From an optimization exercise on the open Yosys and OpenROAD flow, aimed at small area and a short achievable clock period; shortcuts taken in it are not production practice.
Function was not checked in any run shown here: the RTL went through the layout flow alone.
No activity file was given, so power comes from the tool's default toggle rates.

==> flow/design.v, too long to show whole: its modules and the start of the top module <==
// module FloatingPointMultiplierSingle: 1186 lines
module FloatingPointMultiplierSingle (clk,reset,en,inputA,inputB,result, OF);
  // ...
==> flow/flow/run.sh <==
#!/bin/bash
# Standard ORFS layout with two changes: Yosys's generic ABC pass before
# full-adder extraction is skipped (SYNTH_ARGS=-noabc), so the hand-written
# adder tree maps to full-adder cells without extra inverters; and the port
# buffers are buf_2 cells instead of the default delay-buffer choice.
# Registers are unchanged. ORFS writes each tool's log under orfs/logs.
set -euo pipefail
bash standard.sh SYNTH_ARGS=-noabc "BUFFER_PORTS_ARGS=-buffer_cell sky130_fd_sc_hd__buf_2" finish > standard.log 2>&1
==> flow/standard.sh <==
#!/bin/bash
# synth_recipe.tcl (not shown) runs the flow's synth.tcl, then flattens the netlist and writes it again
# the make line also repeats each setting of config.mk as NAME=value (left out here)
make -C /OpenROAD-flow-scripts/flow DESIGN_CONFIG=/design/flow/config.mk WORK_HOME=/design/flow/orfs CLKGATE_MAP_FILE= SYNTH_SCRIPT=/design/flow/synth_recipe.tcl "${@:-finish}"
==> flow/config.mk <==
export PLATFORM = sky130hd
export DESIGN_NAME = FloatingPointMultiplierSingle
export DESIGN_NICKNAME = FloatingPointMultiplierSingle
export VERILOG_FILES = /design/flow/design.v
export SDC_FILE = /design/flow/constraint.sdc
export NUM_CORES = 4
export LEC_CHECK = 0
export CAP_MARGIN = 20
export CORE_MARGIN = 2
export CORE_UTILIZATION = 45
export CTS_BUF_LIST = sky130_fd_sc_hd__clkbuf_4 sky130_fd_sc_hd__clkbuf_8
export SETUP_SLACK_MARGIN = 5
export SLEW_MARGIN = 20
export TNS_END_PERCENT = 100
==> flow/constraint.sdc <==
create_clock -name core_clock -period 11.0 [get_ports {clk}]
set_input_delay 2.2000 -clock core_clock [delete_from_list [all_inputs] [get_ports {clk}]]
set_output_delay 2.2000 -clock core_clock [all_outputs]
set_load 0.01 [all_outputs]
==> metrics.md, run 1 <==
| Metric | Value |
|---|---|
| Status | `no timing/DRC/antenna violations` |
| Sequential share of cell area | `14.9%` |
| Pin count of the biggest net entering global routing | `59` |
| GR Util met3 | `6.41%` |
| GRT Residual Overflow | `0` |
| Post-synthesis mux area share | `0.939%` |
| Post-Synth XOR/XNOR Area | `15.8%` |
| Worst path required time | `11.23 ns` |
| Post-Synth Simple-Gate Area | `7.48%` |
| Layer with the highest usage | `met2` |
| Synthesized instance count | `1929` |
| Final Instance Count excl. Fillers | `2473` |
| Vias after detailed routing | `15.4k` |
| Final Max Slew Viols | `0` |
| Synth cell types | `83` |
| Reg2reg start | `q_pp[9]$_DFFE_PP_` |
| Worst Hold Depth | `2` |
| Max Used Layer | `met5` |
| N_diodes | `4` |
| Dominant class by area | `multi-input combinational cells` |
| Final antenna-violating net count | `0` |
| Multi-input logic portion of the cell area | `73.5%` |
| Most frequent cell after synthesis | `xnor2_1` |
| Latest clock arrival within the worst-skew pair | `0.48 ns` |
| Clock network fraction of total power | `6.9%` |
| Tightest Hold Check Type | `register to register` |
| CTS root buffer | `clkbuf_8` |
| HP Start | `result[17]$_SDFFE_PP0P_` |
| Register area | `3130 um2` |
| Final period util | `53.8%` |
| Sequential fraction of design power | `13.2%` |
| Final clock skew | `0.0289 ns` |
| Vias per cell | `6.23` |
| Avg Inst Size Synth | `10.0 um2` |
| Synthesis Warnings | `1` |
| Post-CTS Repair Setup Buffers | `3` |
| Combinational power share | `79.9%` |
| Crit-path most repeated cell | `fa_1` |
| CP cell instances | `buf_2, nor2_1, nand2_1, o21ai_2, buf_4, a22oi_1, xnor2_1, fa_1, fa_2, fa_1, fa_1, ha_1, ha_1, a21o_1, a21oi_2, o41ai_2` |
| Max reg flops | `70` |
| WL per Instance | `24.5 um` |
| Dominant synthesized flop cell | `edfxtp_1` |
| Compound-cell area share of the yosys netlist | `17.7%` |
==> run 2: changes to the inputs <==
--- a/flow/design.v
+++ b/flow/design.v
@@ -918,44 +918,42 @@
 wire c870 = c864 & s867;
 wire s871 = ma[23] ^ ~neg11 ^ c868;
 wire c872 = (ma[23] & ~neg11) | (ma[23] & c868) | (~neg11 & c868);
 wire [69:0] pp_bits = {s871, c870, s869, c866, s865, c862, s861, c856, s855, c850, s849, c842, s841, c834, s833, c824, s823, c814, s813, c802, s801, c790, s789, c776, s775, c762, s761, c746, s745, c730, s729, c714, s713, c698, s711, s697, c680, s679, c662, s677, s661, c640, c642, s641, s639, c620, s619, c596, s595, c574, s573, c554, s571, s553, c534, s533, c514, s513, c496, s495, c478, s477, c462, c460, s461, c444, s443, c428, s427, c412};
 wire [15:0] low0 = {c398, c384, s381, c360, c350, s347, s337, c324, s321, s315, s309, s305, c302, pp26, pp2, pp1};
 wire [15:0] low1 = {s411, s397, s383, s371, s359, s349, s339, s331, s323, s317, s311, s307, s303, s301, 1'b0, neg0};
 wire [16:0] lowsum = low0 + low1;
 wire cK = lowsum[16];    
-function [4:0] tz23; input [22:0] m; integer i; begin
-  tz23 = 5'd23;
-  for (i = 22; i >= 0; i = i - 1) if (m[i]) tz23 = i;
-end endfunction
-wire [5:0] tzsum = tz23(A[22:0]) + tz23(B[22:0]);
-wire sticky = tzsum < 6'd23;
+wire [15:0] lowp = low0 ^ low1;
+wire [15:0] lowo = low0 | low1;
+wire lowzero = ~lowp[0] & (lowp[15:1] == lowo[14:0]);
 wire [8:0] e0 = {1'b0, A[30:23]} + {1'b0, B[30:23]} - 9'd127;
+wire [8:0] e1 = e0 + 9'd1;
 wire a_mz = A[22:0] == 23'd0, b_mz = B[22:0] == 23'd0;
 wire a_ef = A[30:23] == 8'hff, b_ef = B[30:23] == 8'hff;
 wire zf = (a_mz & A[30:23] == 8'h00) | (b_mz & B[30:23] == 8'h00);
 wire inf = (a_mz & a_ef) | (b_mz & b_ef);
 wire nan = (zf & inf) | (~a_mz & a_ef) | (~b_mz & b_ef);
 wire [1:0] cls = nan ? 2'b10 : zf ? 2'b00 : inf ? 2'b01 : 2'b11;
 reg [69:0] q_pp;
-reg q_cK, q_sticky, q_sign, q_of0;
+reg q_cK, q_lowzero, q_sign, q_of0, q_of1;
 reg [7:0] q_e0;
 reg [1:0] q_cls;
 always @(posedge clk) begin
   if (reset) begin
     q_sign <= 1'b0; q_cls <= 2'b00;
   end else if (en) begin
     q_sign <= A[31] ^ B[31]; q_cls <= cls;
   end
 end
 always @(posedge clk) begin
   if (en) begin
-    q_pp <= pp_bits; q_cK <= cK; q_sticky <= sticky;
-    q_of0 <= e0[8]; q_e0 <= e0[7:0];
+    q_pp <= pp_bits; q_cK <= cK; q_lowzero <= lowzero;
+    q_of0 <= e0[8]; q_of1 <= e1[8]; q_e0 <= e0[7:0];
   end
 end
 wire s873 = q_pp[6] ^ q_pp[7];
 wire c874 = q_pp[6] & q_pp[7];
 wire s875 = q_pp[9] ^ q_pp[10];
 wire c876 = q_pp[9] & q_pp[10];
 wire s877 = q_pp[11] ^ q_pp[12];
 wire c878 = q_pp[11] & q_pp[12];
@@ -1128,17 +1126,19 @@
 wire G1041 = ag[27] | (ap[27] & G999);
 wire Pg1042 = ap[27] & Pg1000;
 wire G1043 = ag[29] | (ap[29] & G1013);
 wire Pg1044 = ap[29] & Pg1014;
 wire [31:0] carry = {G991, G1043, G1013, G1041, G999, G1039, G1011, G1037, G993, G1035, G1009, G1033, G997, G1031, G1007, G1029, G987, G1027, G1005, G1025, G995, G1023, G1003, G1021, G979, G1019, G1001, G1017, G963, G1015, G931, q_cK};
 wire [31:0] P = ap ^ carry;   
 wire n = P[31];
 wire [22:0] m_sel = n ? P[30:8] : P[29:7];
-wire m_inc = n ? (P[7] & q_sticky) : P[6];
+wire hizero = (ap[0] == q_cK) & (ap[6:1] == (ag[5:0] | ap[5:0]));
+wire sticky = ~(q_lowzero & hizero);    
+wire m_inc = n ? (P[7] & sticky) : P[6];
 wire Ap1045 = m_sel[1] & m_sel[0];
 wire Ap1046 = m_sel[3] & m_sel[2];
 wire Ap1047 = m_sel[5] & m_sel[4];
 wire Ap1048 = m_sel[7] & m_sel[6];
 wire Ap1049 = m_sel[9] & m_sel[8];
 wire Ap1050 = m_sel[11] & m_sel[10];
 wire Ap1051 = m_sel[13] & m_sel[12];
 wire Ap1052 = m_sel[15] & m_sel[14];
@@ -1169,17 +1169,17 @@
 wire Ap1077 = m_sel[14] & Ap1068;
 wire Ap1078 = m_sel[16] & Ap1063;
 wire Ap1079 = m_sel[18] & Ap1069;
 wire Ap1080 = m_sel[20] & Ap1065;
 wire [22:0] ones = {Ap1070, Ap1080, Ap1065, Ap1079, Ap1069, Ap1078, Ap1063, Ap1077, Ap1068, Ap1076, Ap1064, Ap1075, Ap1067, Ap1074, Ap1061, Ap1073, Ap1066, Ap1072, Ap1056, Ap1071, Ap1045, m_sel[0], 1'b1};
 wire [22:0] mant = m_sel ^ ({23{m_inc}} & ones);
 wire [7:0] expo = q_e0 + n;
 wire normal = q_cls == 2'b11;
-assign OF = normal & (q_of0 ^ (n & (&q_e0)));
+assign OF = normal & (n ? q_of1 : q_of0);
 wire [31:0] O;
 assign O[31] = q_sign;
 assign O[30:23] = normal ? expo : (q_cls == 2'b00 ? 8'h00 : 8'hff);
 assign O[22:0] = normal ? mant : (q_cls == 2'b10 ? 23'h7fffff : 23'h0);
 always @(posedge clk) begin
   if (reset) result <= 32'd0;
   else if (en) result <= O;
 end
==> metrics.md, run 2 <==
| Metric | Value |
|---|---|
| Status | `no timing/DRC/antenna violations` |
| Bufs on Longest Clock Path | `2` |
| N_diodes | `0 (-4)` |
| Sw Share | `50.6%` |
| Largest regs | `q_pp x70, result x32, q_e0 x8` |
| Fin nets | `2457` |
| Combinational power share | `82.6% (+2.7 points)` |
| Vias per cell | `6.21 (-0.28%)` |
| Tightest Hold Check Type | `register to register` |
| Vias after detailed routing | `15.9k (+3.4%)` |
| Worst rel slew slack | `40.5%` |
| Worst-path maximum fanout | `27` |
| Dominant synthesized flop cell | `edfxtp_1` |
| Pre-CTS WS | `3.77 ns` |
| Dpl cell area | `20600 um2` |
| Most instantiated cells after synthesis | `xnor2_1 (298), fa_1 (264), a22oi_1 (244)` |
| Post-route cell area | `21800 um2` |
| Row count | `76` |
| Max reg flops | `70 (unchanged)` |
| Final min period | `5.92 ns` |
| Fmax | `0.169 GHz` |
| Drt first pass iters | `6` |
| Pin count of the biggest net entering global routing | `73 (+24%)` |
| Register area | `3160 um2 (+0.96%)` |
| Area delta synth->final | `10.2%` |
| Latest clock arrival within the worst-skew pair | `0.45 ns (-0.03 ns)` |
| Asr flop ratio synth | `0%` |
| Most frequent cell after synthesis | `xnor2_1` |
| Highest-count cells in the layout ignoring fill and taps | `xnor2_1 (296), fa_1 (256), a22oi_1 (241), ha_1 (147), inv_1 (127)` |
| Slowest-stage cell, CP | `buf_2` |
| Post-CTS Hold Buffers | `0` |
| Final Instance Count excl. Fillers | `2565 (+3.7%)` |
| Total core area | `43300 um2` |
| Setup TNS | `0 ns` |
| Cells after DPL | `2502` |
| EDFF count, synth | `82` |
| Final antenna-violating net count | `0 (unchanged)` |
| WP data arrival | `6.23 ns` |
| Vias in the first global route | `16.1k` |
| Top cell type's share of synthesized area | `26.7%` |
| Layout cells sized above 1 | `13.7%` |
| GRT Overall Usage | `26.7%` |
| Leak pwr | `8.62 nW` |
| CP cell instances | `buf_2, a22oi_1, xnor2_1, fa_1, fa_2, fa_1, fa_1, ha_1, ha_1, xnor2_1, nor4_1, nand3_1, a21oi_2` |
| CTS root buffer | `clkbuf_8` |
| Worst VDD drop | `0.000212 V` |
| 1st-iter DRT viols | `1493` |
| Die width | `214 um` |
| Top reg by flops | `q_pp` |
| Post-synth top area cell | `fa_1` |
| Synthesized instance count | `1963 (+1.8%)` |
| Die span in y | `214 um` |
| Leading cell type in the layout, fill and taps excluded | `xnor2_1` |
| DP HPWL | `42100 um` |
| Initial antenna violation count | `0` |
| Final period util | `53.8% (about the same)` |
| Syn_nets | `2453` |
| TritonCTS clock tree | `done` |
| Crit end category | `register` |
| End-of-flow core utilization | `50.4%` |
| Crit-path max cell delay | `0.63 ns` |
| Top post-synthesis cells by area | `fa_1 (27%), xnor2_1 (13%), edfxtp_1 (12%)` |
| Power, Total | `7.71 mW` |
| Mapped Area | `19800 um2` |
| Synth cell types | `75 (-9.6%)` |
| TritonCTS buffer count | `17` |
| Clock network fraction of total power | `4.9% (-2.0 points)` |
| CP Class | `input pin to register` |
| Sequential fraction of design power | `12.5% (-0.7 points)` |
| GRT Residual Overflow | `0 (unchanged)` |
| Worst Tran Pin Value | `0.892 ns` |
| Final WL | `61400 um` |
| Synthesis Warnings | `1 (unchanged)` |
| Crit-path most repeated cell | `fa_1` |
| Detailed-route DRC error count | `0` |
| Number of synthesized register bits | `117` |
| Sequential area share after synthesis | `16.0%` |
| Unrepaired setup endpoints after global routing | `yes` |
| Initial Util | `45.7%` |
| Gpl congestion | `0.864` |
| Full die area | `45600 um2` |
| Sw power | `3.90 mW` |
| Avg Inst Size Synth | `10.1 um2 (+0.56%)` |
| First-pass GRT wire length | `92700 um` |
| Fin worst setup slack | `5.08 ns` |
| Final clock skew | `0.0153 ns (-0.0136 ns)` |
| Filler cells | `3964` |
| Worst path required time | `11.31 ns (+0.08 ns)` |
| Multi-input logic area | `15700 um2` |
| Count of final setup violators | `0` |
| Pint | `3.81 mW` |
| Clock Sinks | `117` |
| CTS H-Tree Depth | `4` |
| WL per Instance | `24.0 um (-2.2%)` |
| PortBufs | `99` |
| I/O Pins | `100` |
| Min Hold Slack | `0.459 ns` |
| PwrDens | `354 nW/um2` |
| Final hold viol count | `0` |
| Crit path buf inv count | `1` |
| Worst-path clk slew | `0.08 ns` |
| Startpoint types | `input pin` |
| # Max-Cap Violations | `0` |
| Final Max Slew Viols | `0 (unchanged)` |
| CP delay by family, top | `adder cells` |
[run 2: cell count changes after synthesis, sizes merged, moves of 10 or more]
cell / previous run / this run
xnor2: 285 / 298
o211ai: 7 / 19
xor2: 58 / 37
nand3: 20 / 30
mux2i: 15 / 28
inv: 106 / 140
o21ai: 59 / 42
ha: 144 / 159
a21oi: 80 / 63
nand2: 109 / 93
a22o: 1 / 24
[run 2: repair_timing]
action                                  4_1_cts  5_1_grt
pin swaps                                     5       16
endpoints found under the setup margin       41       13
setup buffers                                 7       16
gates cloned                                  4        4
gates resized for setup                      61       66
[run 2: cells by family after synthesis]
family | count (synthesis) | share of synthesized area (%)
and+or+nand+nor | 265 | 6.80
DFF | 117 | 16.0
buffers and inverters | 305 | 6.09
adders and majority gates | 423 | 36.8
muxes | 31 | 1.65
AOI/OAI and AO/OA | 487 | 17.8
xor gates and xnor gates | 335 | 14.9
[run 2: cell type report]
type	instances	share of cell area, %
Clock buffer	23	1.34
Clock inverter	9	0.362
Inverter	141	3.09
Multi-Input combinational cell	1541	72.2
Sequential cell	117	14.5
Tap cell	585	3.36
Timing Repair Buffer	146	5.02
Timing Repair inverter	3	0.121
[run 2: final timing paths]
path,start,end,slack [ns],depth (start not counted)
worst max-delay path,inputA[9],q_lowzero$_DFFE_PP_,5.08,13
worst min-delay path,result[24]$_SDFFE_PP0P_,result[24]$_SDFFE_PP0P_,0.46,2
worst max register to register,q_pp[0]$_DFFE_PP_,result[22]$_SDFFE_PP0P_,5.48,18
worst min register to register,result[24]$_SDFFE_PP0P_,result[24]$_SDFFE_PP0P_,0.46,2
[run 2: metal layers]
layer  vias up  wire [um]  GRT usage, %
li1       6901          -             -
met1      7939      24700          34.9
met2       921      28500          43.5
met3       166       6070          5.67
met4         0       2190          10.4
met5         -          0             0
[run 2: worst min-delay path: stages (launching register included)]
cell	delay, ns
dfxtp_1	0.31
nand2_1	0.06
a21oi_1	0.05
[run 2: power groups by stage]
| stage | registers (mW) | clock network [mW] | logic, mW |
|---|---|---|---|
| after global routing | 0.980 | 0.406 | 7.09 |
| after global placement | 0.968 | 0 | 5.95 |
| after detailed placement | 0.973 | 0 | 6.08 |
| final | 0.962 | 0.377 | 6.37 |
| after CTS | 0.963 | 0.389 | 6.18 |
| after floorplan | 0.960 | 0 | 4.55 |

==> separate check: timing with driven ports <==
The results above use ideal ports. As a check the final layouts listed here were re-extracted and re-timed, cells and wires unchanged.
Step 1, drivers: a clkbuf_16 drives clk and a buf_2 each remaining input, both assumed.
Step 2, shift: input delay + t, output delay - t, t = (earliest + latest rising clock arrival at the registers) / 2. This alone moves slack from input paths to output paths.
Three values: ideal ports, drivers, drivers and shift; two values: the first two.
run | t (ns) | setup WS [ns] | hold slack, ns | latest minus earliest clock arrival (ns) | slew at the worst register clock pin (ns)
run 1 | 0.522 | 5.079 / 5.112 / 4.591 | 0.460 / 0.460 / 0.460 | 0.029 / 0.029 | 0.09 / 0.09
run 2 | 0.481 | 5.080 / 5.088 / 4.606 | 0.459 / 0.459 / 0.459 | 0.020 / 0.019 | 0.08 / 0.08
After both steps setup and hold are still met in every run listed. For run 1, which loses most, drivers alone change the setup slack by +0.033 ns; drivers and shift together by -0.488 ns.
